Source: an optimization exercise on an open RTL-to-GDS flow (aim: small area, a short achievable clock period and few clock cycles). Production flows keep margins and buffers that such runs may drop. RTL that was checked went through simulation tests only; none was proved equivalent to the original. Function not checked in runs 1 to 3: the RTL went through the layout flow alone. No activity file was given, so power comes from the tool's default toggle rates.

--- design/flow/config.mk ---
export PLATFORM = sky130hd
export DESIGN_NAME = cpu
export DESIGN_NICKNAME = cpu
export VERILOG_FILES = /design/flow/design.v
export SDC_FILE = /design/flow/constraint.sdc
export NUM_CORES = 4
export LEC_CHECK = 0
export CAP_MARGIN = 20
export CORE_MARGIN = 2
export CORE_UTILIZATION = 40
export CTS_BUF_LIST = sky130_fd_sc_hd__clkbuf_4 sky130_fd_sc_hd__clkbuf_8
export SETUP_SLACK_MARGIN = 2.5
export SLEW_MARGIN = 20
--- design/flow/constraint.sdc ---
create_clock -name core_clock -period 4.5 [get_ports {clk}]
set_input_delay 0.9000 -clock core_clock [delete_from_list [all_inputs] [get_ports {clk}]]
set_output_delay 0.9000 -clock core_clock [all_outputs]
set_load 0.01 [all_outputs]
--- design/flow/design.v ---
module cpu(
           input        clk,
           input        reset,
           input        prog_we,     
           input  [3:0] prog_addr,   
           input  [7:0] prog_data,   
           output [7:0] out,
           output       out_valid,   
           output       halt_o);     
   reg [127:0] mem;
   reg [7:0]  ir;       
   reg [3:0]  pc;       
   reg [7:0]  opr;      
   reg        e_ld;     
   reg        e_ar;     
   reg        e_sub;
   reg        e_sta;    
   reg        e_out;
   reg        e_hlt;
   reg [7:0]  a;
   reg        c, z;
   reg [7:0]  oreg;
   reg        ovalid;
   reg        halted;
   wire [7:0] ax = a ^ {8{e_sub}};
   wire [8:0] sx = {1'b0, ax} + {1'b0, opr};
   wire [7:0] res = sx[7:0] ^ {8{e_sub}};
   wire       c_new = sx[8];
   wire [7:0] kin = {a[6:0] | opr[6:0], 1'b0};
   wire       z_new = e_sub ? (a == opr) : &(~(a ^ opr ^ kin));
   wire       c_f = e_ar ? c_new : c;
   wire       z_f = e_ar ? z_new : z;
   function [7:0] ram_rd(input [127:0] m, input [3:0] ad);
      integer k;
      begin
         ram_rd = 8'd0;
         for (k = 0; k < 16; k = k + 1)
           ram_rd = ram_rd | (m[k*8 +: 8] & {8{ad == k}});
      end
   endfunction
   wire [3:0] op = ir[7:4];
   wire [3:0] n  = ir[3:0];
   wire d_lda = (op == 4'h1);
   wire d_add = (op == 4'h2);
   wire d_sub = (op == 4'h3);
   wire d_sta = (op == 4'h4);
   wire d_ldi = (op == 4'h5);
   wire d_jmp = (op == 4'h6);
   wire d_jc  = (op == 4'h7);
   wire d_jz  = (op == 4'h8);
   wire d_out = (op == 4'he);
   wire d_hlt = (op == 4'hf);
   wire hold  = d_hlt | (op >= 4'h9 && op <= 4'hd);
   wire [7:0] rd_n = (e_sta && opr[3:0] == n) ? a : ram_rd(mem, n);
   wire [7:0] rd_p = (e_sta && opr[3:0] == pc) ? a : ram_rd(mem, pc);
   wire taken = d_jmp | (d_jc & c_f) | (d_jz & z_f);
   wire [3:0] n_inc  = {n[3] ^ (&n[2:0]), n[2] ^ (&n[1:0]), n[1] ^ n[0], ~n[0]};
   wire [3:0] pc_inc = {pc[3] ^ (&pc[2:0]), pc[2] ^ (&pc[1:0]), pc[1] ^ pc[0], ~pc[0]};
   wire stall = d_sta && (n == pc);
   always @(posedge clk) begin
      if (reset) begin
         ir <= 8'h00;
         pc <= 4'd0;
      end else if (!hold) begin
         if (stall) begin
            ir <= 8'h00;
         end else if (taken) begin
            ir <= rd_n;
            pc <= n_inc;
         end else begin
            ir <= rd_p;
            pc <= pc_inc;
         end
      end
   end
   always @(posedge clk) begin
      if (reset) begin
         e_ld  <= 1'b0;
         e_ar  <= 1'b0;
         e_sub <= 1'b0;
         e_sta <= 1'b0;
         e_out <= 1'b0;
         e_hlt <= 1'b0;
      end else begin
         e_ld  <= d_lda | d_ldi;
         e_ar  <= d_add | d_sub;
         e_sub <= d_sub;
         e_sta <= d_sta;
         e_out <= d_out;
         e_hlt <= d_hlt;
      end
      opr <= (d_ldi | d_sta) ? {4'b0, n} : rd_n;
   end
   always @(posedge clk) begin
      if (reset) begin
         a <= 8'd0;
         c <= 1'b0;
         z <= 1'b0;
         oreg <= 8'd0;
         ovalid <= 1'b0;
         halted <= 1'b0;
      end else begin
         if (e_ld)
           a <= opr;
         else if (e_ar)
           a <= res;
         if (e_ar) begin
            c <= c_new;
            z <= z_new;
         end
         if (e_out)
           oreg <= a;
         ovalid <= e_out;
         if (e_hlt)
           halted <= 1'b1;
      end
   end
   wire       we    = reset ? prog_we : e_sta;
   wire [3:0] waddr = reset ? prog_addr : opr[3:0];
   wire [7:0] wdata = reset ? prog_data : a;
   genvar i;
   generate
      for (i = 0; i < 16; i = i + 1) begin : ram
         always @(posedge clk)
           if (we && waddr == i)
             mem[i*8 +: 8] <= wdata;
      end
   endgenerate
   assign out = oreg;
   assign out_valid = ovalid;
   assign halt_o = halted;
endmodule
--- design/flow/run.sh ---
#!/bin/bash
# synth_recipe.tcl (not shown) runs the flow's synth.tcl, then flattens the netlist and writes it again
# the make line also repeats each setting of config.mk as NAME=value (left out here)
make -C /OpenROAD-flow-scripts/flow DESIGN_CONFIG=/design/flow/config.mk WORK_HOME=/design/flow/orfs CLKGATE_MAP_FILE= SYNTH_SCRIPT=/design/flow/synth_recipe.tcl finish
==> flow_summary.json, run 1 <==
{
  "rows": 56,
  "synthTopCellsByArea": "edfxtp_1 (41%), dfxtp_1 (9.8%), ha_1 (3.2%)",
  "globalRouteMet2Util_pct": 39.5,
  "ys_warn_count": 1,
  "core_mm2": 0.0233,
  "wl_per_cell_um": 25.1,
  "syn_inst": 851,
  "utilization_pct": 52.3,
  "fp.dieW_um": 157,
  "power_density_mw_per_mm2": 571,
  "cts_tree": "done",
  "timing.hold.ws_ns": 0.443,
  "status": "finished clean",
  "start_util_pct": 40.4,
  "max_freq_mhz": 418,
  "crit_path_end_kind": "flip-flop",
  "die_y_um": 157,
  "dieArea_mm2": 0.0248,
  "clk_latency_ns": 0.47,
  "grt_pass1_wl_um": 46600,
  "synth_most_common_cell": "edfxtp_1",
  "rsz0062_at_grt": "true",
  "syn_nets": 891,
  "maxCapViolCount": 0,
  "arrival_ns": 2.75,
  "leakagePower_uw": 0.00417,
  "gr-usage-met3_pct": 6.47,
  "first_iter_violations": 1091,
  "synth_flop_cell": "edfxtp_1",
  "layout-drive-gt1-share_pct": 32.4,
  "cts_buffers": 17,
  "grt_remaining_overflow": 0,
  "insertedDiodeCount": 0,
  "grt_pass1_vias": 7494,
  "avgSynthCellArea_um2": 11.1,
  "timing.slew.headroom_pct": 40.8,
  "worstSetupPathType": "reg -> reg",
  "critPathMaxStageDelay_ns": 0.64,
  "final_max_slew_viol_count": 0,
  "met1_usage_pct": 34.8,
  "r2r_slack_ns": 2.10,
  "period_minus_slack_ns": 2.40,
  "drtPass1Iterations": 6,
  "synth_largest_area_cell": "edfxtp_1",
  "period_share_pct": 53.2,
  "cp-start-kind": "flip-flop",
  "detail_route.vias_per_cell": 6.17,
  "synth_edf_count": 128,
  "root_buffer": "clkbuf_8",
  "yosysTopAreaCellShare_pct": 40.9,
  "peakVddDrop_v": 0.000240,
  "worst_pin_slew_ns": 0.888,
  "hpwlAfterDp_um": 18800,
  "synth_seq_area_share_pct": 50.6,
  "nets": 983,
  "gp_congestion": 0.878,
  "cts.htree.levels": 4,
  "wirelength_um": 32000,
  "area_growth_syn_to_layout_pct": 29.3,
  "port_buffers": 24,
  "setup-violations-final": 0,
  "final_area_mm2": 0.0122,
  "fill_cells": 2016,
  "hold_viol": 0,
  "grt_max_degree": 41,
  "gr-max-usage-layer": "met2",
  "multi_input_area_mm2": 0.00492,
  "ff_latch_area_mm2": 0.00484,
  "slowest_stage": "a222oi_1",
  "tns_ns": 0,
  "antenna_found_initial": 0,
  "synthDistinctLibCells": 83,
  "grtUsageTotal_pct": 25.7,
  "clock_sinks": 174,
  "clock-skew-final_ns": 0.0138,
  "place_area_mm2": 0.0100,
  "worstHoldPathType": "reg -> reg",
  "ys_top_cells_by_count": "edfxtp_1 (128), nand2_1 (70), nor2_1 (52), dfxtp_1 (46), a22oi_1 (36)",
  "io_pins": 25,
  "vias": 7868,
  "crit_chain": "inv_2 > ha_4 > buf_12 > a221o_1 > a222oi_1 > and2_1 > o41ai_4 > a31o_1",
  "worstPathRequired_ns": 4.86,
  "async_flop_share_pct": 0,
  "ant_nets": 0,
  "clockBufferDepth": 2,
  "cp_max_fo": 14,
  "ys_ff_latch": 174,
  "synth_area_mm2": 0.00941,
  "path_clk_slew_ns": 0.09,
  "post-route-drc-count": 0
}
worst paths after layout:
kind,start,to,depth (start not counted)
worst max-delay path,pc[1],ir[0],8
worst min-delay path,e_hlt,halted,2
worst max register to register,pc[1],ir[0],8
worst min register to register,e_hlt,halted,2
cell type report:
| cell class | count | share of cell area, % |
|---|---|---|
| well taps | 319 | 3.28 |
| repair buffers | 138 | 12.4 |
| multi-input cells | 581 | 40.4 |
| flip-flops and latches | 174 | 39.8 |
| clock inverters | 15 | 1.04 |
| inverters | 31 | 1.10 |
| clock buffers | 17 | 1.92 |
sequential cells by signal (all words and copies together) (netlist names):
| name | cells |
|---|---|
| a | 8 |
| e_ld | 1 |
| halted | 1 |
| e_hlt | 1 |
| z | 1 |
| pc | 4 |
| e_sub | 1 |
| e_sta | 1 |
| e_ar | 1 |
| e_out | 1 |
| ir | 8 |
| opr | 8 |
| oreg | 8 |
| c | 1 |
| mem | 128 |
| ovalid | 1 |
stage by stage:
step / total power, uW / cells / setup WS, ns
detailed placement: 4680 / 1143 / 1.23
floorplan: 4030 / 851 / 2.13
global placement: 4680 / 1143 / 1.31
CTS: 6410 / 1248 / 2.20
finish: 6950 / 1275 / 2.10
global route: 7220 / 1275 / 2.04
per-layer routing:
layer	part of all wire, %	wire (um)
met1	40	12800
met4	4.0	1280
met2	46	14700
met5	0	0
met3	10	3190
where the power goes:
| part | leakage (uW) | internal [uW] | total [uW] | switching (uW) |
|---|---|---|---|---|
| Combinational | 0.00242 | 1710 | 3700 | 1990 |
| Sequential | 0.00156 | 1940 | 2200 | 266 |
| Clock | 0.000184 | 400 | 1040 | 636 |
kinds of logic after synthesis:
logic type | after synthesis | share of synthesized area [%]
flops | 174 | 50.6
simple gates | 225 | 11.6
xor+xnor | 41 | 3.82
buf+inv | 97 | 5.40
compound gates | 250 | 20.3
mux | 39 | 4.87
fa+ha+maj | 25 | 3.40
critical path: cells and delay by family, from the launching register on:
family          cells  cell delay, ns
compound gates      4            1.21
flops               1            0.39
simple gates        1            0.27
buf+inv             2            0.22
fa+ha+maj           1            0.18
cells in the final DEF (no fill, tap or decap), types with 5 or more instances in the layout:
cell type / count
nor3_1: 13
a31oi_1: 6
mux2i_1: 21
o21ai_2: 11
ha_1: 12
ha_4: 12
dlygate4sd2_1: 6
edfxtp_1: 128
inv_1: 23
dfxtp_4: 19
dfxtp_1: 25
clkdlybuf4s50_1: 10
o211ai_1: 10
a211oi_1: 11
a22oi_1: 33
o21ai_0: 11
nor2_4: 15
inv_6: 6
a222oi_1: 10
a21oi_2: 6
nand3_1: 26
nor2_1: 35
o21ai_1: 9
mux2_2: 10
buf_6: 18
nand2_1: 65
nor2b_1: 12
buf_8: 5
xnor2_1: 16
xor2_1: 22
a21oi_1: 26
o22ai_1: 10
buf_12: 20
nand3b_1: 5
a221oi_1: 15
clkbuf_8: 17
a22o_1: 10
buf_4: 68
what timing repair did:
| action | CTS | global route |
|---|---|---|
| hold buffers | 0 | 0 |
| setup endpoints to repair | 231 | 154 |
| pin swaps | 52 | 40 |
| setup buffers | 70 | 25 |
| gates resized for setup | 127 | 74 |
| gates cloned | 3 | 2 |
==> run 2, diff against run 1 <==
--- a/design/flow/design.v
+++ b/design/flow/design.v
@@ -25,3 +25,24 @@
    wire [7:0] ax = a ^ {8{e_sub}};
-   wire [8:0] sx = {1'b0, ax} + {1'b0, opr};
+   wire [7:0] g = ax & opr;
+   wire [7:0] p = ax | opr;
+   wire [8:0] cy;
+   genvar ci, cj;
+   generate
+      for (ci = 0; ci <= 8; ci = ci + 1) begin : cla
+         if (ci == 0) begin : c0
+            assign cy[0] = 1'b0;
+         end else begin : cn
+            wire [ci-1:0] t;
+            for (cj = 0; cj < ci; cj = cj + 1) begin : term
+               if (cj == ci - 1) begin : last
+                  assign t[cj] = g[cj];
+               end else begin : mid
+                  assign t[cj] = g[cj] & (&p[ci-1:cj+1]);
+               end
+            end
+            assign cy[ci] = |t;
+         end
+      end
+   endgenerate
+   wire [8:0] sx = {cy[8], ax ^ opr ^ cy[7:0]};
    wire [7:0] res = sx[7:0] ^ {8{e_sub}};
==> run 2 against run 1 <==
Clock skew up 0.0032 ns; sequential power hardly changed; synthesized cell count up 1.9%; synthesized area decreased by 2.1%; first-iteration DRC count is 6.9% lower; fmax fell by 2.1%; cell count shrank 0.63%; sequential share of layout area about the same; via count up 2.0%; die area is 2.0% lower; clock-buffer cell count is the same.
==> flow_summary.json, run 2 <==
{
  "status": "finished clean",
  "synthDistinctLibCells": 68,
  "grt_remaining_overflow": 0,
  "leakagePower_uw": 0.00423,
  "wirelength_um": 33000,
  "synth_largest_area_cell": "edfxtp_1",
  "setup-violations-final": 0,
  "start_util_pct": 40.7,
  "ant_nets": 0,
  "ys_warn_count": 1,
  "cts_tree": "done",
  "place_worst_setup_slack_ns": 1.51,
  "drtPass1Iterations": 6,
  "wl_per_cell_um": 26.1,
  "slowest_stage": "dfxtp_4",
  "min_path_cells": 2,
  "finalWorstSetupSlack_ns": 2.05,
  "worst_pin_slew_ns": 0.870,
  "crit_top_cell": "buf_4",
  "avgSynthCellArea_um2": 10.6,
  "maxCapViolCount": 0,
  "final_cell_mix": "edfxtp_1 (128), buf_4 (78), nand2_1 (63)",
  "detail_route.vias_per_cell": 6.34,
  "port_buffers": 24,
  "rows": 55,
  "period_share_pct": 54.3,
  "worstHoldPathType": "reg -> reg",
  "arrival_ns": 2.80,
  "cts_hold_buf": 0,
  "clk_latency_ns": 0.48,
  "grt_max_degree": 39,
  "layout-drive-gt1-share_pct": 33.7,
  "io_pins": 25,
  "cts_buffers": 17,
  "ys_ff_latch": 174,
  "fp.dieW_um": 156,
  "grt_pass1_vias": 7508,
  "critPathMaxStageDelay_ns": 0.40,
  "hold_viol": 0,
  "syn_inst": 867,
  "path_clk_slew_ns": 0.10,
  "synth_seq_area_share_pct": 51.7,
  "timing.slew.headroom_pct": 41.8,
  "antenna_found_initial": 2,
  "rsz0062_at_grt": "true",
  "synthTopCellsByArea": "edfxtp_1 (42%), dfxtp_1 (10%), ha_1 (4.2%)",
  "synth_edf_count": 128,
  "async_flop_share_pct": 0,
  "die_y_um": 156,
  "final_max_slew_viol_count": 0,
  "fill_cells": 1856,
  "largest-register": "mem",
  "insertedDiodeCount": 0,
  "cp-start-kind": "flip-flop",
  "root_buffer": "clkbuf_8",
  "grtUsageTotal_pct": 26.7,
  "cp_max_fo": 7,
  "power_density_mw_per_mm2": 598,
  "ys_top_cells_by_count": "edfxtp_1 (128), nand2_1 (66), nor2_1 (62), a21oi_1 (48), a22oi_1 (47)",
  "crit_chain": "buf_4 > xor2_2 > inv_2 > ha_4 > nor2b_1 > nor3b_2 > a31oi_4 > a221oi_2 > buf_6 > buf_4 > mux2i_1 > a211oi_2",
  "first_iter_violations": 1016,
  "largest_register_ffs": 128,
  "crit_path_end_kind": "flip-flop",
  "core_mm2": 0.0226,
  "hpwlAfterDp_um": 18600,
  "peakVddDrop_v": 0.000259,
  "vias": 8027,
  "synth_most_common_cell": "edfxtp_1",
  "gp_congestion": 0.847,
  "clock-skew-final_ns": 0.0170,
  "clockBufferDepth": 2,
  "syn_nets": 914,
  "nets": 1016,
  "tns_ns": 0,
  "yosysTopAreaCellShare_pct": 41.7,
  "clock_sinks": 174,
  "period_minus_slack_ns": 2.45,
  "dieArea_mm2": 0.0243,
  "rr_worst_depth": 12,
  "synth_area_mm2": 0.00921,
  "cts.htree.levels": 4,
  "layout_commonest_cell": "edfxtp_1",
  "area_growth_syn_to_layout_pct": 32.0,
  "grt_pass1_wl_um": 47500,
  "max_freq_mhz": 409,
  "worstSetupPathType": "reg -> reg",
  "worstPathRequired_ns": 4.86,
  "post-route-drc-count": 0,
  "synth_flop_cell": "edfxtp_1"
}
run 2: cell types whose count changed in the layout (fill, tap and decap cells not counted), sizes merged, moves of 6 or more:
cell,delta
a211oi,+9
dlygate4sd2,-6
nor2,+10
a222oi,+6
buf,+11
nor3,-10
a21oi,+16
mux2i,-6
o22ai,-6
o21ai,+11
ha,+7
a22oi,+11
nand3,+12
run 2: cell families (layout without fill, tap and decap cells):
family	after synthesis	in the layout	synth area share, %
AOI/OAI and AO/OA	259	259	20.0
xor gates and xnor gates	43	43	4.17
adders and majority gates	32	32	4.43
buffers and inverters	101	216	4.66
DFF	174	174	51.7
muxes	26	26	3.10
and+or+nand+nor	232	232	12.0
run 2: critical path, delay by kind of cell, from the launching register on:
kind	cells	cell delay (ns)
XOR/XNOR	1	0.18
multiplexers	1	0.22
AO/OA/AOI/OAI	3	0.52
adder cells (fa/ha/maj)	1	0.16
AND/OR/NAND/NOR	2	0.31
flip-flops	1	0.40
buffers and inverters	4	0.55
run 2: final timing paths:
check                            from     end  slack [ns]
worst min-delay path            e_hlt  halted        0.45
worst max-delay path            e_sub   pc[2]        2.05
worst min register to register  e_hlt  halted        0.45
worst max register to register  e_sub   pc[2]        2.05
run 2: power by group:
part / switching [uW] / total (uW) / leakage (uW) / internal, uW
sequential: 234 / 2180 / 0.00156 / 1950
combinational: 2230 / 3960 / 0.00247 / 1740
clock: 670 / 1140 / 0.000202 / 467
total: 3130 / 7280 / 0.00423 / 4150
run 2: metal layers:
layer / GRT usage (%) / up-vias / share of wire [%]
li1: - / 3502 / -
met1: 37.3 / 3956 / 41
met2: 41.1 / 479 / 46
met3: 4.92 / 90 / 9.9
met4: 10.8 / 0 / 3.7
met5: 0 / - / 0
run 2: timing repair:
item                       in CTS  in global routing
pin swaps                      32                 47
setup buffers                  70                 35
setup endpoints to repair     295                134
cloned                          1                  2
resized for setup             116                112
run 2: final cells by class:
class | instances | area (um2) | share of cell area [%]
Inverter | 36 | 153 | 1.26
Sequential cell | 174 | 4840 | 39.8
Multi-Input combinational cell | 592 | 4830 | 39.7
Clock inverter | 15 | 171 | 1.41
Tap cell | 285 | 357 | 2.93
Clock buffer | 17 | 234 | 1.92
Timing Repair Buffer | 148 | 1580 | 13.0
run 2: through the flow:
step                utilization, %  total power (uW)  hold WS [ns]  cell area [um2]  std cells
floorplan                        -              4100         0.411             9460        867
global placement              43.4              4830         0.422             9830       1127
detailed placement            43.4              4840         0.429             9830       1127
CTS                           50.3              6590         0.452            11400       1230
global route                  53.7              7580         0.511            12200       1267
finish                        53.7              7280         0.449            12200       1267
==> run 3, diff against run 2 <==
--- a/design/flow/config.mk
+++ b/design/flow/config.mk
@@ -7,2 +7,3 @@
 export LEC_CHECK = 0
+export ABC_AREA = 1
 export CAP_MARGIN = 20
==> run 3 against run 2 <==
Synthesized area up 5.8%; clock power shrank 5%; first-iteration DRC count increased by 17%; global-route usage up 3.1 points; sequential power shrank 2%; non-clock buffer count shrank 48; combinational power shrank 17%; flip-flop and latch count did not move; synthesized cell count increased by 40%; critical path depth decreased by 1; register-to-register slack improved by 0.21 ns; critical endpoint is now ir[7]; highest routed layer unchanged.
==> flow_summary.json, run 3 <==
{
  "status": "finished clean",
  "ys_warn_count": 1,
  "peakVddDrop_v": 0.000236,
  "vias": 9315,
  "cts_buffers": 17,
  "worstPathRequired_ns": 4.88,
  "crit_path_end_kind": "flip-flop",
  "start_util_pct": 40.4,
  "synth_flop_cell": "edfxtp_1",
  "avgSynthCellArea_um2": 8.04,
  "wl_per_cell_um": 23.6,
  "ys_ff_latch": 174,
  "clock_sinks": 174,
  "grt_max_degree": 41,
  "final_cell_mix": "nand2_1 (306), edfxtp_1 (128), nor2_1 (122)",
  "p_switching_uw": 3030,
  "yosysTopAreaCellShare_pct": 39.4,
  "cts_tree": "done",
  "finalWorstSetupSlack_ns": 2.26,
  "crit_chain": "inv_1 > ha_1 > buf_6 > nand4_1 > nand2_1 > nor2_1 > nand3_1 > o21ai_2 > nand4_1 > nand3_1 > a21oi_2",
  "maxCapViolCount": 0,
  "period_minus_slack_ns": 2.24,
  "synth_edf_count": 128,
  "place_worst_setup_slack_ns": 1.61,
  "clockBufferDepth": 2,
  "post-route-drc-count": 0,
  "io_pins": 25,
  "slowest_stage": "dfxtp_4",
  "dieArea_mm2": 0.0256,
  "switching_share_pct": 46.5,
  "syn_nets": 1259,
  "crit_start": "pc[0]",
  "rows": 57,
  "critPathMaxStageDelay_ns": 0.40,
  "fill_cells": 2324,
  "die_y_um": 160,
  "hold_viol": 0,
  "synthTopCellsByArea": "edfxtp_1 (39%), nand2_1 (13%), dfxtp_1 (9.4%)",
  "wirelength_um": 38500,
  "cp_num_cells": 11,
  "clk_latency_ns": 0.49,
  "cp_num_buf_inv": 2,
  "ys_top_cells_by_count": "nand2_1 (327), nor2_1 (154), inv_1 (137), edfxtp_1 (128), nand3_1 (93)",
  "globalRouteMet2Util_pct": 48.0,
  "synthDistinctLibCells": 38,
  "r2r_end": "ir[7]",
  "arrival_ns": 2.62,
  "cts.htree.levels": 4,
  "async_flop_share_pct": 0,
  "setup-violations-final": 0,
  "clkPwrFrac_pct": 16.6,
  "ant_nets": 0,
  "antenna_found_initial": 0,
  "p_int_uw": 3490,
  "core_mm2": 0.0241,
  "gr-max-usage-layer": "met2",
  "gr-usage-met3_pct": 5.35,
  "first_iter_violations": 1185,
  "tns_ns": 0,
  "r2r_slack_ns": 2.26,
  "p_seq_share_pct": 32.7,
  "detail_route.vias_per_cell": 5.72,
  "utilization_pct": 52.1,
  "cts_hold_buf": 0,
  "rsz0062_at_grt": "true",
  "nets": 1340,
  "worstSetupPathType": "reg -> reg",
  "rr_worst_depth": 11,
  "root_buffer": "clkbuf_8",
  "grt_pass1_wl_um": 55900,
  "crit_family": "simple AND/OR/NAND/NOR gates",
  "grt_pass1_vias": 8842,
  "leakagePower_uw": 0.00514,
  "syn_inst": 1212,
  "total_power_uw": 6520,
  "timing.slew.headroom_pct": 39.7,
  "hpwlAfterDp_um": 27500,
  "largest-register": "mem",
  "fp.dieW_um": 160,
  "final_max_slew_viol_count": 0,
  "synth_area_mm2": 0.00975,
  "drtPass1Iterations": 7,
  "endpoint": "ir[7]",
  "worst_pin_slew_ns": 0.905,
  "cp-start-kind": "flip-flop",
  "grt_remaining_overflow": 0,
  "met1_usage_pct": 37.3,
  "layout_commonest_cell": "nand2_1",
  "power_density_mw_per_mm2": 519,
  "cp_max_fo": 24,
  "clock-skew-final_ns": 0.0177,
  "gp_congestion": 0.998,
  "area_growth_syn_to_layout_pct": 28.9,
  "synth_seq_area_share_pct": 48.9,
  "power_frac_comb_pct": 50.6,
  "max_freq_mhz": 447,
  "port_buffers": 24,
  "synth_largest_area_cell": "edfxtp_1",
  "reg2reg_from": "pc[0]",
  "largest_register_ffs": 128,
  "period_share_pct": 49.7,
  "worstHoldPathType": "reg -> reg",
  "synth_most_common_cell": "nand2_1",
  "layout-drive-gt1-share_pct": 25.5,
  "path_clk_slew_ns": 0.11,
  "grtUsageTotal_pct": 29.8,
  "insertedDiodeCount": 0
}
==> run 3: worst min path at each step <==
stage / from / to / cells past startpoint
floorplan: e_hlt / halted / 2
global placement: e_hlt / halted / 2
detailed placement: e_hlt / halted / 2
CTS: e_hlt / halted / 2
global route: e_hlt / halted / 2
finish: e_hlt / halted / 2
==> run 3: cells by family (layout without fill, tap and decap cells) <==
| logic type | after synthesis | in the layout | synth area share (%) |
|---|---|---|---|
| and+or+nand+nor | 686 | 689 | 30.6 |
| buffers and inverters | 184 | 274 | 7.84 |
| DFF | 174 | 174 | 48.9 |
| AOI/OAI and AO/OA | 114 | 114 | 6.47 |
| adders and majority gates | 32 | 32 | 4.19 |
| xor gates and xnor gates | 22 | 22 | 1.98 |
==> run 3: power groups by stage <==
| stage | Combinational [uW] | Clock [uW] | Sequential, uW |
|---|---|---|---|
| after CTS | 2890 | 1090 | 2140 |
| after floorplan | 1780 | 0 | 2030 |
| after global placement | 2520 | 0 | 2120 |
| after detailed placement | 2510 | 0 | 2120 |
| final | 3300 | 1080 | 2130 |
| after global routing | 3500 | 1150 | 2150 |
==> run 3: worst min-delay path, stage by stage, from the launching register on <==
cell     delay, ns
dfxtp_1       0.31
nor2_1        0.07
nor2_1        0.04
==> run 3: cell type report <==
type                    instances  area (um2)  share of cell area [%]
clock inverters                14         138                    1.10
well taps                     324         405                    3.23
clock buffers                  17         234                    1.86
multi-input cells             857        5330                    42.4
repair inverters                1        7.51                  0.0597
repair buffers                100        1030                    8.23
flip-flops and latches        174        4820                    38.4
inverters                     142         596                    4.74
==> run 3: per-layer routing <==
metal / routed length [um] / part of all wire (%) / vias up
li1: - / - / 4208
met1: 15000 / 39 / 4390
met2: 17700 / 46 / 562
met3: 3150 / 8.2 / 155
met4: 2640 / 6.9 / 0
met5: 0 / 0 / -
==> run 3: metrics by stage <==
step	hold WS [ns]	std cells	cell area, um2
after floorplan	0.411	1212	10200
after global placement	0.419	1529	10700
final	0.438	1629	12600
after detailed placement	0.431	1530	10700
after CTS	0.453	1602	12100
after global routing	0.470	1629	12600
==> run 3: what timing repair did <==
| item | 4_1_cts | 5_1_grt |
|---|---|---|
| buffers inserted | 36 | 27 |
| hold endpoints to repair | 0 | 0 |
| resized for setup | 166 | 90 |
| gates cloned | 5 | 0 |
| pin swaps | 36 | 52 |
| setup endpoints to repair | 277 | 174 |
==> run 4, diff against run 3 <==
--- a/design/flow/design.v
+++ b/design/flow/design.v
@@ -18,3 +18,2 @@
    reg        e_out;
-   reg        e_hlt;
    reg [7:0]  a;
@@ -103,3 +102,2 @@
          e_out <= 1'b0;
-         e_hlt <= 1'b0;
       end else begin
@@ -110,3 +108,2 @@
          e_out <= d_out;
-         e_hlt <= d_hlt;
       end
@@ -134,3 +131,3 @@
          ovalid <= e_out;
-         if (e_hlt)
+         if (d_hlt)
            halted <= 1'b1;
--- a/design/flow/config.mk
+++ b/design/flow/config.mk
@@ -7,3 +7,2 @@
 export LEC_CHECK = 0
-export ABC_AREA = 1
 export CAP_MARGIN = 20
@@ -12,3 +11,4 @@
 export CTS_BUF_LIST = sky130_fd_sc_hd__clkbuf_4 sky130_fd_sc_hd__clkbuf_8
-export SETUP_SLACK_MARGIN = 2.5
+export SETUP_SLACK_MARGIN = 3.0
 export SLEW_MARGIN = 20
+export TNS_END_PERCENT = 5
==> run 4 against run 3 <==
Fmax is 12% lower; highest routed layer unchanged; synthesized area is 5.0% lower; power is 6.9% lower; largest cell class is now registers; sequential share of layout area is 6.0 points higher; utilization is 4.8 points lower; flip-flop and latch count is 1 lower; still clean on timing, DRC and antenna; critical path type unchanged.
==> flow_summary.json, run 4 <==
{
  "clock_sinks": 173,
  "cts_buffers": 17,
  "cts.htree.levels": 4,
  "layout_commonest_cell": "edfxtp_1",
  "syn_nets": 908,
  "grt_remaining_overflow": 0,
  "largest_register_ffs": 128,
  "start_util_pct": 40.7,
  "cp_max_fo": 31,
  "tns_ns": 0,
  "first_iter_violations": 1225,
  "rr_worst_depth": 9,
  "wirelength_um": 28800,
  "io_pins": 25,
  "crit_path_end_kind": "flip-flop",
  "vias": 7545,
  "grt_pass1_vias": 7047,
  "wl_per_cell_um": 24.3,
  "ys_top_cells_by_count": "edfxtp_1 (128), nand2_1 (67), nor2_1 (53), a22oi_1 (45), dfxtp_1 (45)",
  "nets": 934,
  "synthDistinctLibCells": 75,
  "max_freq_mhz": 392,
  "grt_max_degree": 49,
  "period_share_pct": 56.7,
  "switching_share_pct": 41.9,
  "insertedDiodeCount": 0,
  "core_mm2": 0.0227,
  "synth_top_family_by_area": "compound AO/OA/AOI/OAI gates",
  "avgSynthCellArea_um2": 10.7,
  "clockBufferDepth": 2,
  "cp-start-kind": "flip-flop",
  "reg2reg_from": "ir[1]",
  "finalWorstSetupSlack_ns": 1.95,
  "clock-skew-final_ns": 0.0153,
  "power_density_mw_per_mm2": 564,
  "clkPwrFrac_pct": 19.1,
  "antenna_found_initial": 0,
  "ys_ff_latch": 173,
  "root_buffer": "clkbuf_8",
  "synth-simple-area-share_pct": 12.0,
  "peakVddDrop_v": 0.000228,
  "min_path_cells": 2,
  "synth_flop_cell": "edfxtp_1",
  "r2r_end": "ir[7]",
  "rsz0062_at_grt": "true",
  "synth_area_mm2": 0.00925,
  "detail_route.vias_per_cell": 6.37,
  "yosysTopAreaCellShare_pct": 41.5,
  "clk_latency_ns": 0.47,
  "gp_congestion": 0.904,
  "whs_endpoint": "z",
  "ys_warn_count": 1,
  "r2r_slack_ns": 1.95,
  "synth_adder_area_share_pct": 4.41,
  "setup-violations-final": 0,
  "min-delay-start": "z",
  "final_max_slew_viol_count": 0,
  "die_y_um": 156,
  "p_seq_share_pct": 36.2,
  "dieArea_mm2": 0.0244,
  "yosys-mux-area-fraction_pct": 3.20,
  "dp.cells": 1123,
  "grtUsageTotal_pct": 23.8,
  "synth-xor-area-share_pct": 3.77,
  "drtPass1Iterations": 7,
  "fp.dieW_um": 156,
  "synth_edf_count": 128,
  "period_minus_slack_ns": 2.55,
  "path_clk_slew_ns": 0.10,
  "arrival_ns": 2.90,
  "port_buffers": 24,
  "p_switching_uw": 2540,
  "synth_seq_area_share_pct": 51.3,
  "worstSetupPathType": "reg -> reg",
  "hpwlAfterDp_um": 19200,
  "layout-drive-gt1-share_pct": 18.8,
  "largest-register": "mem",
  "grt_pass1_wl_um": 43400,
  "maxCapViolCount": 0,
  "worst_pin_slew_ns": 0.977,
  "worstPathRequired_ns": 4.85,
  "leakagePower_uw": 0.00363,
  "final_cell_mix": "edfxtp_1 (128), nand2_1 (66), nor2_1 (48)",
  "synth-compound-area-share_pct": 20.7,
  "synth_largest_area_cell": "edfxtp_1",
  "worstHoldPathType": "reg -> reg",
  "cts_tree": "done",
  "status": "finished clean",
  "timing.hold.ws_ns": 0.491,
  "p_int_uw": 3520,
  "hold_viol": 0,
  "power_frac_comb_pct": 44.6,
  "utilization_pct": 47.4,
  "fin_cells": 1184,
  "area_growth_syn_to_layout_pct": 16.2,
  "rows": 55,
  "syn_inst": 861,
  "async_flop_share_pct": 0,
  "ant_nets": 0,
  "place_worst_setup_slack_ns": 1.41,
  "post-route-drc-count": 0,
  "synthTopCellsByArea": "edfxtp_1 (42%), dfxtp_1 (9.7%), ha_1 (4.2%)",
  "timing.slew.headroom_pct": 34.6,
  "synth_most_common_cell": "edfxtp_1"
}
-- run 4: changes by cell type after synthesis, moves of 13 or more --
cell and delta:
inv_1 -101, nand3_1 -58, a22oi_1 +40, buf_1 +13, nand4_1 -51, a222oi_1 +16, nand2_1 -260, nor2b_1 +14
xor2_1 +13, clkbuf_1 +25, nor2_1 -101, mux2i_1 +15
-- run 4: routing by layer --
metal	track usage, %	part of all wire, %
met5	0	0
met3	5.19	9.6
met4	7.38	2.8
met2	36.2	45
met1	33.9	43
-- run 4: power by group through the flow --
stage                     clock (uW)  sequential, uW  combinational [uW]
final                           1160            2200                2710
after global routing            1230            2220                2930
after CTS                       1170            2190                2550
after detailed placement           0            2210                2440
after global placement             0            2210                2440
after floorplan                    0            2020                1930
-- run 4: worst max-delay path, stage by stage, from the launching register on --
cell and delay (ns):
dfxtp_2 0.45, inv_1 0.12, ha_1 0.19, buf_4 0.27, a222oi_1 0.42, a221oi_1 0.13
a21oi_1 0.13, and3_1 0.28, a2111oi_2 0.07, a311o_2 0.36
-- run 4: worst max path at each step --
stage | from | end | slack, ns | cells after the start
global placement | e_sub | ir[7] | 1.44 | 9
detailed placement | e_sub | ir[7] | 1.41 | 9
finish | ir[1] | ir[7] | 1.95 | 9
global route | e_sub | pc[3] | 1.87 | 11
CTS | opr[0] | ir[7] | 2.01 | 8
floorplan | reset | mem[32] | 2.01 | 5
-- run 4: cells by family after synthesis --
kind of cell / Yosys count
xor gates and xnor gates: 39
AOI/OAI and AO/OA: 256
DFF: 173
muxes: 26
buffers and inverters: 105
and+or+nand+nor: 230
adders and majority gates: 32
-- run 4: through the flow --
stage | cell area (um2) | power [uW]
6_report | 10800 | 6070
5_1_grt | 10800 | 6380
4_1_cts | 10400 | 5910
3_5_place_dp | 9770 | 4650
3_3_place_gp | 9770 | 4660
2_1_floorplan | 9330 | 3950
-- run 4: cell type report --
type / count / area, um2
Fill cell: 2060 / 12000
Sequential cell: 173 / 4770
Multi-Input combinational cell: 583 / 4340
Timing Repair Buffer: 75 / 726
Tap cell: 285 / 357
Clock buffer: 17 / 234
Clock inverter: 14 / 180
Inverter: 37 / 148
-- run 4: what timing repair did --
action                     in CTS  in global routing
hold endpoints to repair        0                  0
setup buffers                  12                 17
hold buffers                    0                  0
resized for setup              45                 41
setup endpoints to repair     297                300
pin swaps                      11                 13
cloned                          0                  1
Testbench counts of run 4, summed over its fixed seeds: cycles 34,401.
==> run 5, diff against run 4 <==
--- a/design/flow/config.mk
+++ b/design/flow/config.mk
@@ -9,6 +9,6 @@
 export CORE_MARGIN = 2
-export CORE_UTILIZATION = 40
+export CORE_UTILIZATION = 55
 export CTS_BUF_LIST = sky130_fd_sc_hd__clkbuf_4 sky130_fd_sc_hd__clkbuf_8
-export SETUP_SLACK_MARGIN = 3.0
+export SETUP_SLACK_MARGIN = 2.5
 export SLEW_MARGIN = 20
-export TNS_END_PERCENT = 5
+export TNS_END_PERCENT = 1
==> run 5 against run 4 <==
Still clean; sequential share of layout area grew 1.3 points; non-clock buffer count shrank 15; combinational power grew 4%; synthesized cell count is the same; power grew 1.4%; critical endpoint is now ir[5]; largest power group unchanged.
==> flow_summary.json, run 5 <==
{
  "root_buffer": "clkbuf_8",
  "rsz0062_at_grt": "true",
  "worstHoldPathType": "reg -> reg",
  "nets": 919,
  "largest_register_ffs": 128,
  "hold_viol": 0,
  "grt_remaining_overflow": 0,
  "finalWorstSetupSlack_ns": 1.92,
  "synth_seq_area_share_pct": 51.3,
  "critPathMaxStageDelay_ns": 0.54,
  "clkPwrFrac_pct": 18.0,
  "synth_most_common_cell": "edfxtp_1",
  "synthDistinctLibCells": 75,
  "avgSynthCellArea_um2": 10.7,
  "final_cell_mix": "edfxtp_1 (128), nand2_1 (67), nor2_1 (49)",
  "switching_share_pct": 43.1,
  "worstSetupPathType": "reg -> reg",
  "fin_cells": 1104,
  "crit_path_end_kind": "flip-flop",
  "slowest_stage": "a211oi_1",
  "timing.hold.ws_ns": 0.488,
  "cp_max_fo": 18,
  "cts_hold_buf": 0,
  "grt_max_degree": 45,
  "period_share_pct": 57.4,
  "cts_tree": "done",
  "worstPathRequired_ns": 4.89,
  "wirelength_um": 31800,
  "ant_nets": 0,
  "yosysTopAreaCellShare_pct": 41.5,
  "antenna_found_initial": 0,
  "area_growth_syn_to_layout_pct": 13.3,
  "synthTopCellsByArea": "edfxtp_1 (42%), dfxtp_1 (9.7%), ha_1 (4.2%)",
  "layout-drive-gt1-share_pct": 18.3,
  "tns_ns": 0,
  "synth_edf_count": 128,
  "clockBufferDepth": 2,
  "ys_ff_latch": 173,
  "dp.cells": 1054,
  "final_area_mm2": 0.0105,
  "endpoint": "ir[5]",
  "peakVddDrop_v": 0.000216,
  "grt_pass1_vias": 7543,
  "worst_pin_slew_ns": 1.10,
  "clock-skew-final_ns": 0.0195,
  "leakagePower_uw": 0.00346,
  "power_density_mw_per_mm2": 587,
  "path_clk_slew_ns": 0.10,
  "timing.slew.headroom_pct": 26.6,
  "fp.dieW_um": 134,
  "gp_congestion": 1.07,
  "first_iter_violations": 1213,
  "power_frac_comb_pct": 45.6,
  "start_util_pct": 56.0,
  "dieArea_mm2": 0.0179,
  "setup-violations-final": 0,
  "largest-register": "mem",
  "grtUsageTotal_pct": 36.3,
  "port_buffers": 24,
  "die_y_um": 134,
  "status": "finished clean",
  "place_worst_setup_slack_ns": 1.47,
  "drtPass1Iterations": 8,
  "detail_route.vias_per_cell": 7.09,
  "p_switching_uw": 2650,
  "reg2reg_from": "ir[1]",
  "core_mm2": 0.0165,
  "wl_per_cell_um": 28.8,
  "clk_latency_ns": 0.48,
  "vias": 7827,
  "arrival_ns": 2.98,
  "ys_top_cells_by_count": "edfxtp_1 (128), nand2_1 (67), nor2_1 (53), a22oi_1 (45), dfxtp_1 (45)",
  "synth_flop_cell": "edfxtp_1",
  "syn_inst": 861,
  "rows": 47,
  "final_max_slew_viol_count": 0,
  "period_minus_slack_ns": 2.58,
  "synth_largest_area_cell": "edfxtp_1",
  "ys_warn_count": 1,
  "layout_commonest_cell": "edfxtp_1",
  "p_int_uw": 3500,
  "r2r_slack_ns": 1.92,
  "post-route-drc-count": 0,
  "place_area_mm2": 0.00965,
  "rr_worst_depth": 9,
  "synth_area_mm2": 0.00925,
  "cts_buffers": 17,
  "r2r_end": "ir[5]",
  "p_seq_share_pct": 36.4,
  "insertedDiodeCount": 0,
  "max_freq_mhz": 387,
  "syn_nets": 908,
  "cts.htree.levels": 4,
  "hpwlAfterDp_um": 22500,
  "cp-start-kind": "flip-flop",
  "maxCapViolCount": 0,
  "grt_pass1_wl_um": 47500,
  "async_flop_share_pct": 0,
  "crit_start": "ir[1]",
  "crit_chain": "inv_1 > ha_4 > buf_4 > a22oi_1 > a211oi_1 > a31oi_1 > nand3_1 > o21ai_0 > o31ai_1",
  "io_pins": 25,
  "clock_sinks": 173
}
==> run 5: cell count changes in the layout (fill, tap and decap cells not counted), moves of 3 or more <==
cell,delta
ha_1,-3
dfxtp_2,-3
dfxtp_1,-3
dfxtp_4,+6
o21ai_1,-3
nor2_4,-4
clkdlybuf4s50_1,+5
dlymetal6s2s_1,-5
ha_4,+4
o21ai_2,+3
buf_4,-10
nor2_2,+3
==> run 5: cell families (layout without fill, tap and decap cells) <==
kind of cell,Yosys count,in the layout,share of synthesized area [%]
buf+inv,105,128,4.71
xor+xnor,39,39,3.77
compound gates,256,256,20.7
simple gates,230,230,12.0
flops,173,173,51.3
fa+ha+maj,32,32,4.41
mux,26,26,3.20
==> run 5: repair_timing <==
item | in CTS | in global routing
resized for setup | 51 | 32
setup buffers | 13 | 6
pin swaps | 10 | 21
gates cloned | 0 | 0
setup endpoints to repair | 247 | 263
endpoints found under the hold margin | 0 | 0
==> run 5: cell type report <==
type / instances / area (um2)
fill: 1302 / 6040
timing repair buffer: 60 / 528
inverter: 37 / 143
tap: 220 / 275
clock inverter: 13 / 155
sequential: 173 / 4790
multi-input combinational: 583 / 4350
clock buffer: 18 / 241
==> run 5: metal layers <==
metal	vias to the layer above	routed length, um	global-route usage, %
met5	-	0	0
met1	3727	11700	45.8
li1	3305	-	-
met2	632	14500	58.9
met4	0	2440	21.3
met3	163	3140	6.20
==> run 5: power groups by stage <==
stage,logic (uW),clock network (uW),registers [uW]
final,2810,1110,2240
after global routing,3000,1170,2250
after detailed placement,2480,0,2230
after floorplan,1910,0,2020
after global placement,2460,0,2230
after CTS,2620,1120,2210
==> run 5: worst max-delay path: cells and delay by family, from the launching register on <==
| kind | cells | cell delay (ns) |
|---|---|---|
| buffers and inverters | 2 | 0.45 |
| adders and majority gates | 1 | 0.29 |
| and+or+nand+nor | 1 | 0.15 |
| AOI/OAI and AO/OA | 5 | 1.20 |
| DFF | 1 | 0.40 |
==> run 5: worst min path at each step <==
stage                     startpoint     end  cells after the start
final                         opr[6]    a[6]                      2
after global routing          opr[6]    a[6]                      2
after CTS                     opr[6]    a[6]                      2
after floorplan               opr[6]    a[6]                      2
after global placement        halted  halted                      2
after detailed placement      halted  halted                      2
==> run 5: metrics by stage <==
step	power, uW	util [%]
after global placement	4690	58.4
after floorplan	3930	-
final	6150	63.4
after global routing	6420	63.4
after detailed placement	4720	58.4
after CTS	5950	62.5
==> run 6, diff against run 5 <==
--- a/design/flow/config.mk
+++ b/design/flow/config.mk
@@ -9,3 +9,3 @@
 export CORE_MARGIN = 2
-export CORE_UTILIZATION = 55
+export CORE_UTILIZATION = 40
 export CTS_BUF_LIST = sky130_fd_sc_hd__clkbuf_4 sky130_fd_sc_hd__clkbuf_8
@@ -13,2 +13,2 @@
 export SLEW_MARGIN = 20
-export TNS_END_PERCENT = 1
+export TNS_END_PERCENT = 5
==> run 6 against run 5 <==
Highest routed layer unchanged; power shrank 1.2%; worst setup slack improved by 0.067 ns; flip-flop and latch count unchanged; clock power about the same; worst hold slack improved by 0.0063 ns; non-clock buffer count increased by 15; register-to-register slack improved by 0.07 ns; sequential share of layout area shrank 1.1 points.
==> flow_summary.json, run 6 <==
{
  "tns_ns": 0,
  "synth_most_common_cell": "edfxtp_1",
  "layout-drive-gt1-share_pct": 18.6,
  "io_pins": 25,
  "nets": 934,
  "min-delay-start": "opr[6]",
  "largest-register": "mem",
  "yosysTopAreaCellShare_pct": 41.5,
  "grt_pass1_vias": 7072,
  "rsz0062_at_grt": "true",
  "core_mm2": 0.0227,
  "arrival_ns": 2.62,
  "power_density_mw_per_mm2": 568,
  "reg2reg_from": "e_sub",
  "final_area_mm2": 0.0107,
  "async_flop_share_pct": 0,
  "rows": 55,
  "leakagePower_uw": 0.00357,
  "detail_route.vias_per_cell": 6.30,
  "worstPathRequired_ns": 4.60,
  "root_buffer": "clkbuf_8",
  "cts.htree.levels": 4,
  "clock-skew-final_ns": 0.0155,
  "rr_worst_depth": 11,
  "total_power_uw": 6080,
  "synth_largest_area_cell": "edfxtp_1",
  "drtPass1Iterations": 6,
  "crit_chain": "clkdlybuf4s50_1 > inv_1 > nor2_1 > o21ai_0 > nor2_1",
  "clockBufferDepth": 2,
  "port_buffers": 24,
  "critPathMaxStageDelay_ns": 0.73,
  "grt_max_degree": 45,
  "dieArea_mm2": 0.0244,
  "start_util_pct": 40.7,
  "gp_congestion": 0.956,
  "place_area_mm2": 0.00978,
  "peakVddDrop_v": 0.000201,
  "grt_remaining_overflow": 0,
  "cp-start-kind": "input pin",
  "wl_per_cell_um": 24.3,
  "cts_tree": "done",
  "ys_ff_latch": 173,
  "ys_top_cells_by_count": "edfxtp_1 (128), nand2_1 (67), nor2_1 (53), a22oi_1 (45), dfxtp_1 (45)",
  "wirelength_um": 28800,
  "synth_seq_area_share_pct": 51.3,
  "insertedDiodeCount": 0,
  "worstHoldPathType": "reg -> reg",
  "post-route-drc-count": 0,
  "hold_viol": 0,
  "layout_commonest_cell": "edfxtp_1",
  "grt_pass1_wl_um": 43300,
  "cts_buffers": 17,
  "avgSynthCellArea_um2": 10.7,
  "antenna_found_initial": 0,
  "max_freq_mhz": 397,
  "worstSetupPathType": "in -> reg",
  "ys_warn_count": 1,
  "worst_pin_slew_ns": 0.918,
  "slowest_stage": "nor2_1",
  "clk_latency_ns": 0.48,
  "die_y_um": 156,
  "path_clk_slew_ns": 0.10,
  "crit_start": "prog_addr[1]",
  "clock_sinks": 173,
  "crit_path_end_kind": "flip-flop",
  "dp.cells": 1124,
  "cp_num_buf_inv": 2,
  "synth_area_mm2": 0.00925,
  "synth_flop_cell": "edfxtp_1",
  "ant_nets": 0,
  "crit_family": "simple AND/OR/NAND/NOR gates",
  "first_iter_violations": 1061,
  "largest_register_ffs": 128,
  "utilization_pct": 47.1,
  "syn_inst": 861,
  "synthTopCellsByArea": "edfxtp_1 (42%), dfxtp_1 (9.7%), ha_1 (4.2%)",
  "crit_top_cell": "nor2_1",
  "period_share_pct": 55.9,
  "synthDistinctLibCells": 75,
  "status": "finished clean",
  "fp.dieW_um": 156,
  "vias": 7464,
  "fin_cells": 1184,
  "min_path_cells": 2,
  "syn_nets": 908,
  "final_max_slew_viol_count": 0,
  "grtUsageTotal_pct": 23.8,
  "synth_edf_count": 128,
  "final_cell_mix": "edfxtp_1 (128), nand2_1 (66), nor2_1 (48)",
  "cp_max_fo": 8,
  "period_minus_slack_ns": 2.52,
  "setup-violations-final": 0,
  "cp_num_cells": 5,
  "hpwlAfterDp_um": 19300,
  "cts_hold_buf": 0,
  "maxCapViolCount": 0,
  "area_growth_syn_to_layout_pct": 15.6,
  "timing.slew.headroom_pct": 38.8
}
-- run 6: timing repair --
action / in CTS / in global routing
resized for setup: 66 / 13
endpoints found under the hold margin: 0 / 0
pin swaps: 18 / 7
setup endpoints to repair: 174 / 229
setup buffers: 18 / 11
-- run 6: per-stage QoR --
stage,hold WS [ns],setup slack (ns)
final,0.494,1.98
after CTS,0.495,2.06
after detailed placement,0.473,1.38
after global placement,0.474,1.45
after floorplan,0.449,2.01
after global routing,0.526,1.89
-- run 6: cells by family (layout without fill, tap and decap cells) --
logic type	Yosys count	count (layout)	synth area share [%]
flops	173	173	51.3
xor+xnor	39	39	3.77
simple gates	230	230	12.0
buf+inv	105	143	4.71
compound gates	256	256	20.7
fa+ha+maj	32	32	4.41
mux	26	26	3.20
-- run 6: layout make-up --
class | instances | area (um2)
Timing Repair Buffer | 75 | 653
Sequential cell | 173 | 4780
Clock inverter | 14 | 148
Fill cell | 2086 | 12000
Clock buffer | 17 | 234
Tap cell | 285 | 357
Multi-Input combinational cell | 583 | 4390
Inverter | 37 | 139
-- run 6: worst reg2reg max path: cells and delay by family, from the launching register on --
| kind | cells | cell delay (ns) |
|---|---|---|
| xor gates and xnor gates | 1 | 0.15 |
| buffers and inverters | 5 | 0.71 |
| DFF | 1 | 0.41 |
| AOI/OAI and AO/OA | 5 | 1.11 |
-- run 6: final timing paths --
path	endpoint	slack (ns)
min	a[6]	0.49
max reg2reg	ir[2]	1.98
max	mem[94]	1.98
min reg2reg	a[6]	0.49
-- run 6: power breakdown --
group          internal (uW)  leakage [uW]  switching [uW]
sequential              1910       0.00155             297
clock                    460      0.000197             649
combinational           1130       0.00182            1630
total                   3500       0.00357            2570
-- run 6: routing by layer --
metal	GRT usage, %	part of all wire, %
met3	6.39	9.7
met4	7.38	2.2
met1	31.9	42
met5	0	0
met2	37.9	46
==> run 7, diff against run 6 <==
==> design/flow/flow/run.sh (new file) <==
#!/bin/bash
# Standard layout (standard synthesis unchanged), with two ORFS settings changed:
# - port buffers are sky130_fd_sc_hd__buf_2 instead of the default choice
#   (a slow delay cell), every port still gets its buffer;
# - the resizer may change a gate's size to one with another footprint.
set -euo pipefail
bash standard.sh MATCH_CELL_FOOTPRINT=0 "BUFFER_PORTS_ARGS=-buffer_cell sky130_fd_sc_hd__buf_2" finish > make_finish.log 2>&1
==> design/flow/standard.sh (new file) <==
#!/bin/bash
# synth_recipe.tcl (not shown) runs the flow's synth.tcl, then flattens the netlist and writes it again
# the make line also repeats each setting of config.mk as NAME=value (left out here)
make -C /OpenROAD-flow-scripts/flow DESIGN_CONFIG=/design/flow/config.mk WORK_HOME=/design/flow/orfs CLKGATE_MAP_FILE= SYNTH_SCRIPT=/design/flow/synth_recipe.tcl "${@:-finish}"
removed: design/flow/run.sh
==> run 7 against run 6 <==
Still clean on timing, DRC and antenna; first-iteration DRC count is 11% higher; design area is 0.88% lower; critical path depth is 1 higher; combinational power is 3% higher; sequential share of layout area is 0.54 points higher; critical path type is now reg -> reg; critical endpoint is now ir[5]; largest power group unchanged.
==> flow_summary.json, run 7 <==
{
  "status": "finished clean",
  "reg2reg_from": "pc[3]",
  "synth_largest_area_cell": "edfxtp_1",
  "worstHoldPathType": "reg -> reg",
  "gr-max-usage-layer": "met2",
  "peakVddDrop_v": 0.000230,
  "hold_viol": 0,
  "first_iter_violations": 1178,
  "wirelength_um": 29900,
  "cp_num_cells": 6,
  "ys_warn_count": 1,
  "clockBufferDepth": 2,
  "cts.htree.levels": 4,
  "final_max_slew_viol_count": 0,
  "cp-start-kind": "flip-flop",
  "globalRouteMet2Util_pct": 39.5,
  "dp.cells": 1126,
  "grt_max_degree": 40,
  "setup-violations-final": 0,
  "rsz0062_at_grt": "true",
  "synthDistinctLibCells": 75,
  "slowest_stage": "nor2b_1",
  "area_growth_syn_to_layout_pct": 14.6,
  "gp_congestion": 0.947,
  "worstSetupPathType": "reg -> reg",
  "crit_family": "simple AND/OR/NAND/NOR gates",
  "critPathMaxStageDelay_ns": 0.73,
  "insertedDiodeCount": 0,
  "r2r_slack_ns": 1.97,
  "met1_usage_pct": 32.9,
  "die_y_um": 156,
  "rr_worst_depth": 6,
  "root_buffer": "clkbuf_8",
  "avgSynthCellArea_um2": 10.7,
  "grt_pass1_wl_um": 44900,
  "period_share_pct": 56.1,
  "syn_inst": 861,
  "yosysTopAreaCellShare_pct": 41.5,
  "vias": 7644,
  "cts_hold_buf": 0,
  "grt_remaining_overflow": 0,
  "synth_most_common_cell": "edfxtp_1",
  "largest_register_ffs": 128,
  "hpwlAfterDp_um": 20400,
  "synthTopCellsByArea": "edfxtp_1 (42%), dfxtp_1 (9.7%), ha_1 (4.2%)",
  "grt_pass1_vias": 7187,
  "tns_ns": 0,
  "cp_max_fo": 8,
  "clk_latency_ns": 0.50,
  "timing.slew.headroom_pct": 38.5,
  "io_pins": 25,
  "largest-register": "mem",
  "fin_cells": 1185,
  "endpoint": "ir[5]",
  "synth_edf_count": 128,
  "grtUsageTotal_pct": 24.9,
  "cp_num_buf_inv": 0,
  "start_util_pct": 40.7,
  "total_power_uw": 6240,
  "nets": 934,
  "synth_flop_cell": "edfxtp_1",
  "dieArea_mm2": 0.0244,
  "clock_sinks": 173,
  "layout_commonest_cell": "edfxtp_1",
  "period_minus_slack_ns": 2.53,
  "port_buffers": 24,
  "ys_top_cells_by_count": "edfxtp_1 (128), nand2_1 (67), nor2_1 (53), a22oi_1 (45), dfxtp_1 (45)",
  "crit_start": "pc[3]",
  "syn_nets": 908,
  "fill_cells": 2053,
  "wl_per_cell_um": 25.2,
  "rows": 55,
  "maxCapViolCount": 0,
  "timing.hold.ws_ns": 0.490,
  "layout-drive-gt1-share_pct": 21.7,
  "cts_buffers": 17,
  "worst_pin_slew_ns": 0.922,
  "detail_route.vias_per_cell": 6.45,
  "worstPathRequired_ns": 4.92,
  "final_cell_mix": "edfxtp_1 (128), nand2_1 (67), nor2_1 (50)",
  "power_density_mw_per_mm2": 588,
  "synth_seq_area_share_pct": 51.3,
  "max_freq_mhz": 396,
  "cts_tree": "done",
  "ant_nets": 0,
  "clock-skew-final_ns": 0.0167,
  "r2r_end": "ir[5]",
  "utilization_pct": 46.7,
  "synth_area_mm2": 0.00925,
  "async_flop_share_pct": 0,
  "antenna_found_initial": 0,
  "drtPass1Iterations": 9,
  "crit_path_end_kind": "flip-flop",
  "leakagePower_uw": 0.00359,
  "fp.dieW_um": 156,
  "crit_chain": "nor2b_1 > a22o_1 > a21oi_1 > and3_1 > o41a_1 > o31ai_1",
  "path_clk_slew_ns": 0.10,
  "core_mm2": 0.0227,
  "ys_ff_latch": 173,
  "arrival_ns": 2.95,
  "post-route-drc-count": 0,
  "gr-usage-met3_pct": 7.03
}
run 7: layout make-up:
| cell class | count | area, um2 | share of cell area, % |
|---|---|---|---|
| Clock buffer | 17 | 234 | 2.21 |
| Clock inverter | 15 | 194 | 1.83 |
| Inverter | 37 | 146 | 1.38 |
| Multi-Input combinational cell | 583 | 4350 | 41.0 |
| Sequential cell | 173 | 4790 | 45.2 |
| Tap cell | 285 | 357 | 3.36 |
| Timing Repair Buffer | 75 | 536 | 5.05 |
run 7: per-stage QoR:
step,area [um2],setup WS (ns)
6_report,10600,1.97
5_1_grt,10600,1.97
4_1_cts,10400,2.08
3_5_place_dp,9660,1.46
3_3_place_gp,9660,1.48
2_1_floorplan,9300,1.99
run 7: layer usage:
layer / up-vias / routed length, um
li1: 3339 / -
met4: 0 / 952
met5: - / 0
met3: 76 / 3390
met2: 513 / 13700
met1: 3716 / 11900
run 7: kinds of logic after synthesis:
group,count (synthesis),synth area share [%]
adders and majority gates,32,4.41
AOI/OAI and AO/OA,256,20.7
muxes,26,3.20
and+or+nand+nor,230,12.0
buffers and inverters,105,4.71
xor gates and xnor gates,39,3.77
DFF,173,51.3
run 7: worst min path at each step:
stage / slack, ns / endpoint / cells past startpoint / from
after floorplan: 0.45 / a[6] / 2 / opr[6]
after global placement: 0.46 / halted / 2 / halted
after detailed placement: 0.47 / halted / 2 / halted
after CTS: 0.49 / halted / 2 / halted
after global routing: 0.52 / z / 2 / z
final: 0.49 / halted / 2 / halted
run 7: power breakdown:
part | leakage, uW | total [uW] | switching, uW | internal, uW
Sequential | 0.00155 | 2200 | 283 | 1920
Combinational | 0.00183 | 2830 | 1700 | 1130
Clock | 0.000216 | 1200 | 677 | 523
run 7: worst min-delay path, cell delays in order (launching register included):
cell and delay, ns:
dfxtp_1 0.34, a41oi_1 0.04, nor2_1 0.08
run 7: timing repair:
| item | in CTS | in global routing |
|---|---|---|
| pin swaps | 14 | 14 |
| setup endpoints to repair | 180 | 189 |
| setup buffers | 16 | 11 |
| resized for setup | 51 | 34 |
==> run 8, diff against run 7 <==
--- a/design/flow/config.mk
+++ b/design/flow/config.mk
@@ -11,3 +11,3 @@
 export CTS_BUF_LIST = sky130_fd_sc_hd__clkbuf_4 sky130_fd_sc_hd__clkbuf_8
-export SETUP_SLACK_MARGIN = 2.5
+export SETUP_SLACK_MARGIN = 2.2
 export SLEW_MARGIN = 20
==> run 8 against run 7 <==
Register-to-register slack better by 0.05 ns; largest cell class unchanged; via count down 0.54%; sequential share of layout area down 0.23 points; combinational power up 2%; critical path type unchanged; synthesized area unchanged; still clean; cell count up 0.34%; flip-flop and latch count unchanged; die area unchanged; clock skew up 0.0044 ns; critical path depth up 5; highest routed layer unchanged; design area up 0.46%.
==> flow_summary.json, run 8 <==
{
  "gp_congestion": 0.922,
  "syn_nets": 908,
  "synth_edf_count": 128,
  "largest-register": "mem",
  "ys_ff_latch": 173,
  "syn_inst": 861,
  "period_share_pct": 54.9,
  "clock_sinks": 173,
  "hpwlAfterDp_um": 19800,
  "synth_most_common_cell": "edfxtp_1",
  "worst_pin_slew_ns": 1.02,
  "ant_nets": 0,
  "rr_worst_depth": 11,
  "start_util_pct": 40.7,
  "critPathMaxStageDelay_ns": 0.45,
  "first_iter_violations": 1234,
  "min-delay-start": "opr[6]",
  "crit_chain": "buf_8 > xor2_2 > inv_1 > ha_2 > or2_4 > a2111oi_4 > buf_4 > o31ai_4 > buf_6 > a32oi_2 > o311ai_2",
  "hold_viol": 0,
  "ys_warn_count": 1,
  "setup-violations-final": 0,
  "reg2reg_from": "e_sub",
  "area_growth_syn_to_layout_pct": 15.2,
  "root_buffer": "clkbuf_8",
  "final_max_slew_viol_count": 0,
  "dieArea_mm2": 0.0244,
  "cts.htree.levels": 4,
  "clk_latency_ns": 0.50,
  "cp_num_buf_inv": 4,
  "min_path_cells": 2,
  "slowest_stage": "dfxtp_4",
  "grt_pass1_wl_um": 44600,
  "cp_max_fo": 8,
  "synth_largest_area_cell": "edfxtp_1",
  "drtPass1Iterations": 6,
  "power_density_mw_per_mm2": 582,
  "period_minus_slack_ns": 2.47,
  "worstPathRequired_ns": 4.86,
  "worstSetupPathType": "reg -> reg",
  "p_seq_share_pct": 35.7,
  "switching_share_pct": 43.3,
  "peakVddDrop_v": 0.000280,
  "clockBufferDepth": 2,
  "p_int_uw": 3520,
  "cts_buffers": 17,
  "arrival_ns": 2.83,
  "worstHoldPathType": "reg -> reg",
  "r2r_end": "pc[3]",
  "synthDistinctLibCells": 75,
  "layout_commonest_cell": "edfxtp_1",
  "port_buffers": 24,
  "io_pins": 25,
  "grt_pass1_vias": 7159,
  "whs_endpoint": "a[6]",
  "rows": 55,
  "power_frac_comb_pct": 46.8,
  "core_mm2": 0.0227,
  "synth_area_mm2": 0.00925,
  "max_freq_mhz": 405,
  "antenna_found_initial": 1,
  "vias": 7603,
  "maxCapViolCount": 0,
  "grt_max_degree": 46,
  "tns_ns": 0,
  "nets": 938,
  "wirelength_um": 29900,
  "cp-start-kind": "flip-flop",
  "wl_per_cell_um": 25.1,
  "rsz0062_at_grt": "true",
  "p_switching_uw": 2690,
  "detail_route.vias_per_cell": 6.39,
  "avgSynthCellArea_um2": 10.7,
  "insertedDiodeCount": 0,
  "clock-skew-final_ns": 0.0211,
  "fill_cells": 2087,
  "synthTopCellsByArea": "edfxtp_1 (42%), dfxtp_1 (9.7%), ha_1 (4.2%)",
  "synth_seq_area_share_pct": 51.3,
  "path_clk_slew_ns": 0.12,
  "dp.cells": 1123,
  "grtUsageTotal_pct": 24.6,
  "ys_top_cells_by_count": "edfxtp_1 (128), nand2_1 (67), nor2_1 (53), a22oi_1 (45), dfxtp_1 (45)",
  "yosysTopAreaCellShare_pct": 41.5,
  "grt_remaining_overflow": 0,
  "layout-drive-gt1-share_pct": 22.5,
  "crit_path_end_kind": "flip-flop",
  "clkPwrFrac_pct": 17.5,
  "largest_register_ffs": 128,
  "final_cell_mix": "edfxtp_1 (128), nand2_1 (67), nor2_1 (50)",
  "async_flop_share_pct": 0,
  "timing.slew.headroom_pct": 32.0,
  "synth_flop_cell": "edfxtp_1",
  "status": "finished clean",
  "die_y_um": 156,
  "fin_cells": 1189,
  "utilization_pct": 46.9,
  "post-route-drc-count": 0,
  "fp.dieW_um": 156,
  "leakagePower_uw": 0.00360,
  "crit_family": "compound AO/OA/AOI/OAI gates",
  "cts_tree": "done",
  "r2r_slack_ns": 2.03
}
[run 8: worst register-to-register path, delay by kind of cell (launching register included)]
kind | cells | cell delay (ns)
AO/OA/AOI/OAI | 4 | 0.69
XOR/XNOR | 1 | 0.17
adder cells (fa/ha/maj) | 1 | 0.17
buffers and inverters | 4 | 0.61
flip-flops | 1 | 0.45
AND/OR/NAND/NOR | 1 | 0.24
[run 8: routing by layer]
metal / wire (um) / GRT usage, % / vias up
met4: 895 / 7.43 / 0
met1: 12200 / 33.7 / 3626
li1: - / - / 3345
met5: 0 / 0 / -
met3: 3280 / 6.25 / 81
met2: 13500 / 38.5 / 551
[run 8: power by group through the flow]
stage	clock (uW)	combinational [uW]	sequential, uW
after detailed placement	0	2460	2210
final	1090	2900	2210
after floorplan	0	1920	2020
after global routing	1160	3090	2230
after global placement	0	2460	2210
after CTS	1090	2680	2190
[run 8: worst max-delay path by stage]
stage | end | startpoint | slack, ns | depth (start not counted)
final | pc[3] | e_sub | 2.03 | 11
after global placement | ir[7] | e_sub | 1.49 | 9
after floorplan | ir[7] | e_sub | 1.99 | 11
after CTS | pc[3] | e_sub | 2.08 | 11
after detailed placement | ir[7] | e_sub | 1.44 | 9
after global routing | pc[3] | e_sub | 1.94 | 11
[run 8: repair_timing]
action,in CTS,in global routing
setup endpoints to repair,81,113
setup buffers,20,14
hold buffers,0,0
pin swaps,15,19
endpoints found under the hold margin,0,0
gates resized for setup,59,32
[run 8: final cells by class]
cell class	count	area, um2	share of cell area, %
sequential	173	4790	45.0
multi-input combinational	583	4410	41.4
timing repair buffer	79	567	5.32
tap	285	357	3.35
clock buffer	18	241	2.27
clock inverter	14	145	1.36
inverter	37	143	1.34
[run 8: kinds of logic (layout without fill, tap and decap cells)]
group / after synthesis / count (layout) / share of synthesized area [%]
AO/OA/AOI/OAI: 256 / 256 / 20.7
XOR/XNOR: 39 / 39 / 3.77
adder cells (fa/ha/maj): 32 / 32 / 4.41
buffers and inverters: 105 / 148 / 4.71
flip-flops: 173 / 173 / 51.3
multiplexers: 26 / 26 / 3.20
AND/OR/NAND/NOR: 230 / 230 / 12.0
[run 8: metrics by stage]
stage / instance area, um2 / total power [uW] / setup slack (ns) / hold WS [ns]
2_1_floorplan: 9300 / 3940 / 1.99 / 0.449
3_3_place_gp: 9650 / 4670 / 1.49 / 0.462
3_5_place_dp: 9650 / 4670 / 1.44 / 0.471
4_1_cts: 10400 / 5960 / 2.08 / 0.474
5_1_grt: 10700 / 6490 / 1.94 / 0.510
6_report: 10700 / 6200 / 2.03 / 0.484

[afterwards: timing with drivers on the ports]
Ports are ideal in the flow. The routed layouts listed here were re-timed in OpenROAD.
Step 1, drivers: a clkbuf_16 drives clk and a buf_2 each remaining input, both assumed.
Step 2 moves the port delays by t, midway between the first and last clock arrival at a register: inputs arrive t later, outputs are due t later. That takes back most of the time a late clock gives input paths.
Three values: no drivers, after step 1, after step 2; two values: the first two.
run	t, ns	slack for setup (ns)	latest minus earliest clock arrival (ns)	worst register clock-pin slew, ns	pins driven straight from the clock port
run 1	0.500	2.105 / 2.105 / 2.006	0.014 / 0.014	0.10 / 0.10	1
run 2	0.510	2.055 / 2.055 / 2.024	0.017 / 0.017	0.11 / 0.11	1
run 3	0.532	2.263 / 2.263 / 1.991	0.018 / 0.018	0.11 / 0.11	1
run 4	0.503	1.950 / 1.950 / 1.584	0.015 / 0.016	0.10 / 0.10	1
run 5	0.512	1.917 / 1.917 / 1.500	0.019 / 0.019	0.10 / 0.10	1
run 6	0.509	1.984 / 1.985 / 1.493	0.017 / 0.018	0.11 / 0.11	1
run 7	0.534	1.974 / 1.974 / 1.692	0.019 / 0.019	0.11 / 0.11	1
run 8	0.530	2.028 / 2.028 / 1.609	0.021 / 0.021	0.12 / 0.12	1
After both steps every run listed still meets setup and hold. The setup slack of run 6, which loses most, moves by +0.001 ns with the drivers and by -0.491 ns with both steps.
